This design comes from an exercise in tuning for small area and a short achievable clock period on the open sky130 flow, not from production work.
Only simulation tests tie the RTL to the original design; equivalence was not proved.
No activity file was given, so power comes from the tool's default toggle rates.

Design sysarray_flat, start of the top module:
module sysarray_flat (
    input  wire         clk,
    input  wire         rst,
    input  wire         clr,
    input  wire [23:0]  a_left,
    input  wire [23:0]  b_top,
    output wire [161:0] acc_out
);
Size: ~2800 cells after synthesis, about 210 I/O pins, ~28000 µm² of cells after synthesis.
make LEC_CHECK=0 CAP_MARGIN=20 CORE_MARGIN=2 CORE_UTILIZATION=40 SETUP_SLACK_MARGIN=2.0 SLEW_MARGIN=20 SYNTH_HIERARCHICAL=1 SYNTH_MINIMUM_KEEP_SIZE=0 finish   # period 5.0 ns
run.sh (not shown) runs the stock make flow with config.mk's settings and CLKGATE_MAP_FILE= SYNTH_SCRIPT=/design/flow/synth_recipe.tcl, a recipe that flattens the netlist after the stock synthesis.
Then changed:
--- a/flow/config.mk
+++ b/flow/config.mk
@@ -10,3 +10,3 @@
 export CORE_UTILIZATION = 40
-export SETUP_SLACK_MARGIN = 2.0
+export SETUP_SLACK_MARGIN = 1.5
 export SLEW_MARGIN = 20
Effect:
- die area is unchanged
- clock skew stays flat
- cell area fell by 1.9%
Then changed:
--- a/flow/config.mk
+++ b/flow/config.mk
@@ -10,3 +10,3 @@
 export CORE_UTILIZATION = 40
-export SETUP_SLACK_MARGIN = 1.5
+export SETUP_SLACK_MARGIN = 0.5
 export SLEW_MARGIN = 20
Global-route usage falls by 1.1 points.
First-iteration DRC count falls by 1.9%.
Routed wire length falls by 7.1%.
Power falls by 19%.
Worst setup slack loses 0.45 ns.
Utilization falls by 6.2 points.
Via count falls by 3.1%.
Die area stays the same.
Maximum frequency falls by 10%.
Critical path depth falls by 3.
Then changed:
--- a/flow/config.mk
+++ b/flow/config.mk
@@ -10,3 +10,3 @@
 export CORE_UTILIZATION = 40
-export SETUP_SLACK_MARGIN = 0.5
+export SETUP_SLACK_MARGIN = 1.0
 export SLEW_MARGIN = 20
Outcome:
- hold slack is worse by 0.020 ns
- wire length increases by about 1.5%
- utilization climbs by 1.3 points
- first-iteration DRC count goes up by 19%
- final area came out higher by about 2.7%
- clock power is lower by about 8%
Then changed:
--- a/flow/config.mk
+++ b/flow/config.mk
@@ -10,3 +10,2 @@
 export CORE_UTILIZATION = 40
-export SETUP_SLACK_MARGIN = 1.0
 export SLEW_MARGIN = 20
What happened: The new run completed without violations. Synthesized cell count is unchanged. Setup slack is worse by 0.66 ns. Total power falls by about 9%.

run A:
Another version of the RTL of sysarray_flat (not shown whole).
For scale: ~260 flip-flops, roughly 0.027 mm^2 of cells after synthesis.
Design sysarray_flat, start of the top module:
module sysarray_flat (
    input  wire         clk,
    input  wire         rst,
    input  wire         clr,
    input  wire [23:0]  a_left,
    input  wire [23:0]  b_top,
    output wire [161:0] acc_out
);
    sysarray u_arr (
        .clk(clk),
        .rst(rst),
        .clr(clr),
        .left(a_left),
        .top(b_top),
        .out(acc_out)
    );
endmodule
export LEC_CHECK = 0
export CAP_MARGIN = 20
export CORE_MARGIN = 2
export CORE_UTILIZATION = 40
export CTS_BUF_LIST = sky130_fd_sc_hd__clkbuf_4 sky130_fd_sc_hd__clkbuf_8
export SETUP_SLACK_MARGIN = 1.1
export SLEW_MARGIN = 20
export SYNTH_HIERARCHICAL = 1
export SYNTH_MINIMUM_KEEP_SIZE = 0
create_clock -name core_clock -period 5.0 [get_ports {clk}]
standard.sh (not shown) runs the stock make flow with config.mk's settings and CLKGATE_MAP_FILE= SYNTH_SCRIPT=/design/flow/synth_recipe.tcl, a recipe that flattens the netlist after the stock synthesis.
==> flow/flow/run.sh <==
#!/bin/bash
set -euo pipefail
export BUFFER_PORTS_ARGS="-buffer_cell sky130_fd_sc_hd__buf_1"
export PRE_RESIZE_TCL="$PWD/flow/pre_resize.tcl"
bash standard.sh > standard.log 2>&1
==> flow/flow/pre_resize.tcl <==
# Input-port buffers (named input* by buffer_ports) to buf_4.
set n 0
foreach inst [get_cells input*] {
  if { [get_property $inst ref_name] == "sky130_fd_sc_hd__buf_1" } {
    replace_cell $inst sky130_fd_sc_hd__buf_4
    incr n
  }
}
puts "pre_resize: $n input buffers made sky130_fd_sc_hd__buf_4"
Per the final summary, run A finished and its layout is clean on timing, DRC and antenna.
The inputs of run B differ from those of run A as listed below.
Settings: CTS_CLUSTER_DIAMETER now 60, previously not set; CTS_CLUSTER_SIZE now 16, previously not set.
==> notes.md <==
Any difference in wire length reported by the detailed router between run A and run B is small enough to ignore.
Global-route wire length before repair: run A vs run B — no meaningful difference
Going from run A to run B, the area overhead of the layout relative to synthesis was found to have gone down by 0.82 points.
Edits applied to the flow inputs when going from run B to run C:
Settings: SETUP_SLACK_MARGIN now 1.0, was 1.1.
==> notes.md <==
Time the final worst path needs with I/O delays and setup sits higher in run C than in run B. Run C has less setup slack than run B. | net switching power | higher: run B |. Run C vs run B, timing startpoint of the critical path: a_left[17] vs b_top[2]. Cell area was lower in run C than in run B. Area added between synthesis and finish (run C over run B): decrease, 1.4 points. Taking run B as the reference, in run C clock power share went down 1.4 points, global-route usage decreased by 0.89 points relative to the old numbers. Run C improves on run B in via count. Measured against each other, run B and run C differ in ratio of final minimum period to clock period, the lower figure coming from run B. Number of non-filler instances in the completed layout essentially unchanged between run B and run C. Sort run B and run C by count of clock-buffer cells in the layout, ascending, and run C comes first.
Setup changes, run C to run D
Settings: swapping 1.0 for 1.1 in SETUP_SLACK_MARGIN; putting PLACE_DENSITY at 0.75 where nothing was set.
- Looking at the reports, run D completed the entire flow and the layout it produced met the timing, DRC and antenna checks.
- Run D and run C ended up with roughly the same placed instance count.
- Area taken by multi-input logic gates in run D vs run C: up 190 um^2
- met1 routing resource usage after global routing up 0.62 points in run D wrt run C

Another version of the RTL of sysarray_flat (not shown whole).
For scale: about 2500 cells after synthesis, about 260 flip-flops, ~210 I/O pins.
export LEC_CHECK = 0
export CAP_MARGIN = 0
export CORE_MARGIN = 2
export CORE_UTILIZATION = 40
export SETUP_SLACK_MARGIN = 1.0
export SLEW_MARGIN = 0
export SYNTH_HIERARCHICAL = 1
export SYNTH_MINIMUM_KEEP_SIZE = 0
create_clock -name core_clock -period 5.0 [get_ports {clk}]
==> flow/flow/run.sh <==
#!/bin/bash
# The standard layout, with every port buffered by the smallest buffer
# (sky130_fd_sc_hd__buf_1) rather than the cell buffer_ports picks by itself;
# repair_design and repair_timing resize them afterwards where needed.
set -euo pipefail
export BUFFER_PORTS_ARGS="-buffer_cell sky130_fd_sc_hd__buf_1"
bash standard.sh > standard.log 2>&1
The starting point completed without violations.
==> next run, changes <==
- CAP_MARGIN: 0 -> 20
- CORE_UTILIZATION: 40 -> 60
- CTS_BUF_LIST: not set -> sky130_fd_sc_hd__clkbuf_4 sky130_fd_sc_hd__clkbuf_8
- SLEW_MARGIN: 0 -> 20
Cell count went down by about 6.5%. Sequential share of layout area is higher by 0.40 points. Synthesized cell count stays the same. Final area drops by about 2.4%. Combinational power is about the same. Total power falls by about 3.5%.
==> next run, changes <==
- CORE_UTILIZATION: 60 -> 40
Result:
- setup slack improves by 0.062 ns
- first-iteration DRC count decreases by a quarter to a third
- sequential power hardly moves
- final cell count rises by a little under a tenth
==> next run, changes <==
- CTS_BUF_LIST: sky130_fd_sc_hd__clkbuf_4 sky130_fd_sc_hd__clkbuf_8 -> not set
- SETUP_SLACK_MARGIN: 1.0 -> 1.25
Outcome: The changed run completed without violations; design area rises by 7.4%; synthesized area is unchanged; clock-buffer cell count falls by 30; wire length rises by 4.8%; die area stays the same; global-route usage rises by 0.70 points; hold slack got worse by 0.021 ns; utilization rises by 3.6 points; register-to-register slack got worse by 0.07 ns.
==> next run, changes <==
- SETUP_SLACK_MARGIN: 1.25 -> 1.0
After rerunning: Cell count went down by 2.6%. Total power goes down by 8.9%. Utilization is lower by 2.7 points. Area after synthesis stays the same. Design area came out lower by 5.2%. Synthesized cell count does not change.

== onyx ==
Another version of the RTL of sysarray_flat (not shown whole).
Size: about 2700 cells after synthesis, about 260 flip-flops, ~210 I/O pins, roughly 0.027 mm² of cells after synthesis.
Settings: LEC_CHECK=0, CAP_MARGIN=20, CORE_MARGIN=2, CORE_UTILIZATION=40, CTS_BUF_LIST=sky130_fd_sc_hd__clkbuf_4 sky130_fd_sc_hd__clkbuf_8, CTS_CLUSTER_DIAMETER=60, CTS_CLUSTER_SIZE=16, SETUP_SLACK_MARGIN=1.1, SLEW_MARGIN=20, SYNTH_HIERARCHICAL=1, SYNTH_MINIMUM_KEEP_SIZE=0; clock period 5.0 ns.
==> flow/flow/run.sh <==
#!/bin/bash
set -euo pipefail
export BUFFER_PORTS_ARGS="-buffer_cell sky130_fd_sc_hd__buf_1"
export PRE_RESIZE_TCL="$PWD/flow/pre_resize.tcl"
bash standard.sh > standard.log 2>&1
Scripts as last shown in full above: flow/flow/pre_resize.tcl
No stage failed in onyx, and the final checks on the layout all came back clean.
--- input diff onyx..harbor ---
-- flow/config.mk --
<<< onyx, line 12
export CTS_CLUSTER_DIAMETER = 60
export CTS_CLUSTER_SIZE = 16
>>> harbor, line 12
--- outcome ---
- harbor falls short of onyx in final standard cell area without fillers.
- Going from onyx to harbor, fraction of final layout cells sized beyond drive strength 1 grows by 0.57 points.
- | switching power total | harbor vs onyx | ≈ equal |
- Summary of the comparison: sequential fraction of total cell area is lower in harbor, relative to onyx.
- Compared harbor vs onyx, and combinational group share of total power is down in harbor.
- Re number of search-and-repair iterations in the first detailed-routing pass: no difference whatsoever between harbor and onyx.
- Placed wire-length estimate after detailed placement: harbor vs onyx identical
- Min area growth from synthesis to layout across harbor and onyx: onyx
- Looking at total power across both flows, harbor is the weaker of the two, with onyx ahead.
- Met1 wire length delta (onyx -> harbor): insignificant
- Cmp harbor and onyx / clock network area share / lower: onyx
## Diff of input files: fjord against harbor
-- flow/config.mk --
<<< harbor, line 12
export SETUP_SLACK_MARGIN = 1.1
>>> fjord, line 12
export SETUP_SLACK_MARGIN = 1.2
Notes after the runs:
- harbor → fjord: routed wire length fell 1700 µm; total iterations of the first detailed-routing run has increased; number of gates given a new drive strength after cts saw an increase; maximum frequency increased about 1.2%; utilization higher.
- Compared to harbor, fjord has post-route clock period utilization 0.88 points lower.
- fjord ends up with lower fraction of area in multi-input gates than harbor does.
- As far as combined area of all synthesized cells goes, harbor and fjord are indistinguishable; the numbers are identical.
- Taking harbor as 1.0, fjord lands at 0.949 on clock-buffer cell count.

## afterwards: timing with drivers on the ports
How much do the figures lean on ideal ports? The routed layouts below were timed once more, with nothing changed but the port constraints. Step 1: set_driving_cell puts a clkbuf_16 on clk and a buf_2 on each other input, an assumption about the parent block. Step 2 adds t to the input delays and takes it off the output delays; t is the mean of the earliest and latest rising clock arrival at the registers after step 1. Input paths then give back, and output paths get back, about the clock's delay inside the block. Three values: no drivers, after step 1, after step 2; two values: the first two.
run | t (ns) | setup WS [ns] | worst setup path at the end | latest minus earliest clock arrival (ns) | slew at the worst register clock pin (ns)
the first run of note 1 | 0.607 | 1.040 / 1.035 / 0.428 | input to register | 0.022 / 0.021 | 0.06 / 0.06
the second run of note 1 | 0.620 | 1.052 / 1.078 / 0.458 | input to register | 0.022 / 0.022 | 0.06 / 0.06
the third run of note 1 | 0.611 | 0.597 / 0.641 / 0.029 | input to register | 0.031 / 0.031 | 0.06 / 0.06
the fourth run of note 1 | 0.602 | 0.918 / 0.964 / 0.362 | input to register | 0.026 / 0.026 | 0.06 / 0.06
the fifth run of note 1 | 0.617 | 0.255 / 0.304 / -0.314 | input to register | 0.023 / 0.023 | 0.06 / 0.06
run A | 0.695 | 1.287 / 1.303 / 0.625 | input to register | 0.029 / 0.029 | 0.06 / 0.06
run B | 0.674 | 1.268 / 1.295 / 0.629 | input to register | 0.030 / 0.030 | 0.10 / 0.10
run C | 0.656 | 1.143 / 1.159 / 0.503 | input to register | 0.035 / 0.036 | 0.09 / 0.09
run D | 0.679 | 1.232 / 1.258 / 0.589 | input to register | 0.047 / 0.047 | 0.10 / 0.10
the first run of note 3 | 0.617 | 0.899 / 0.905 / 0.288 | input to register | 0.031 / 0.031 | 0.06 / 0.06
the second run of note 3 | 0.696 | 0.916 / 0.918 / 0.222 | input to register | 0.042 / 0.043 | 0.07 / 0.07
the third run of note 3 | 0.709 | 0.978 / 0.983 / 0.274 | input to register | 0.050 / 0.050 | 0.07 / 0.07
the fourth run of note 3 | 0.609 | 0.895 / 0.939 / 0.329 | input to register | 0.022 / 0.023 | 0.06 / 0.06
the fifth run of note 3 | 0.617 | 0.899 / 0.905 / 0.288 | input to register | 0.031 / 0.031 | 0.06 / 0.06
onyx | 0.684 | 1.236 / 1.262 / 0.586 | input to register | 0.073 / 0.073 | 0.11 / 0.11
harbor | 0.703 | 1.292 / 1.314 / 0.624 | input to register | 0.043 / 0.043 | 0.07 / 0.07
fjord | 0.695 | 1.336 / 1.372 / 0.678 | input to register | 0.021 / 0.021 | 0.07 / 0.07
With both steps, setup timing fails in the fifth run of note 1, where it was met with ideal ports. The setup slack of the third run of note 3, which loses most, moves by +0.005 ns with the drivers and by -0.704 ns with both steps.
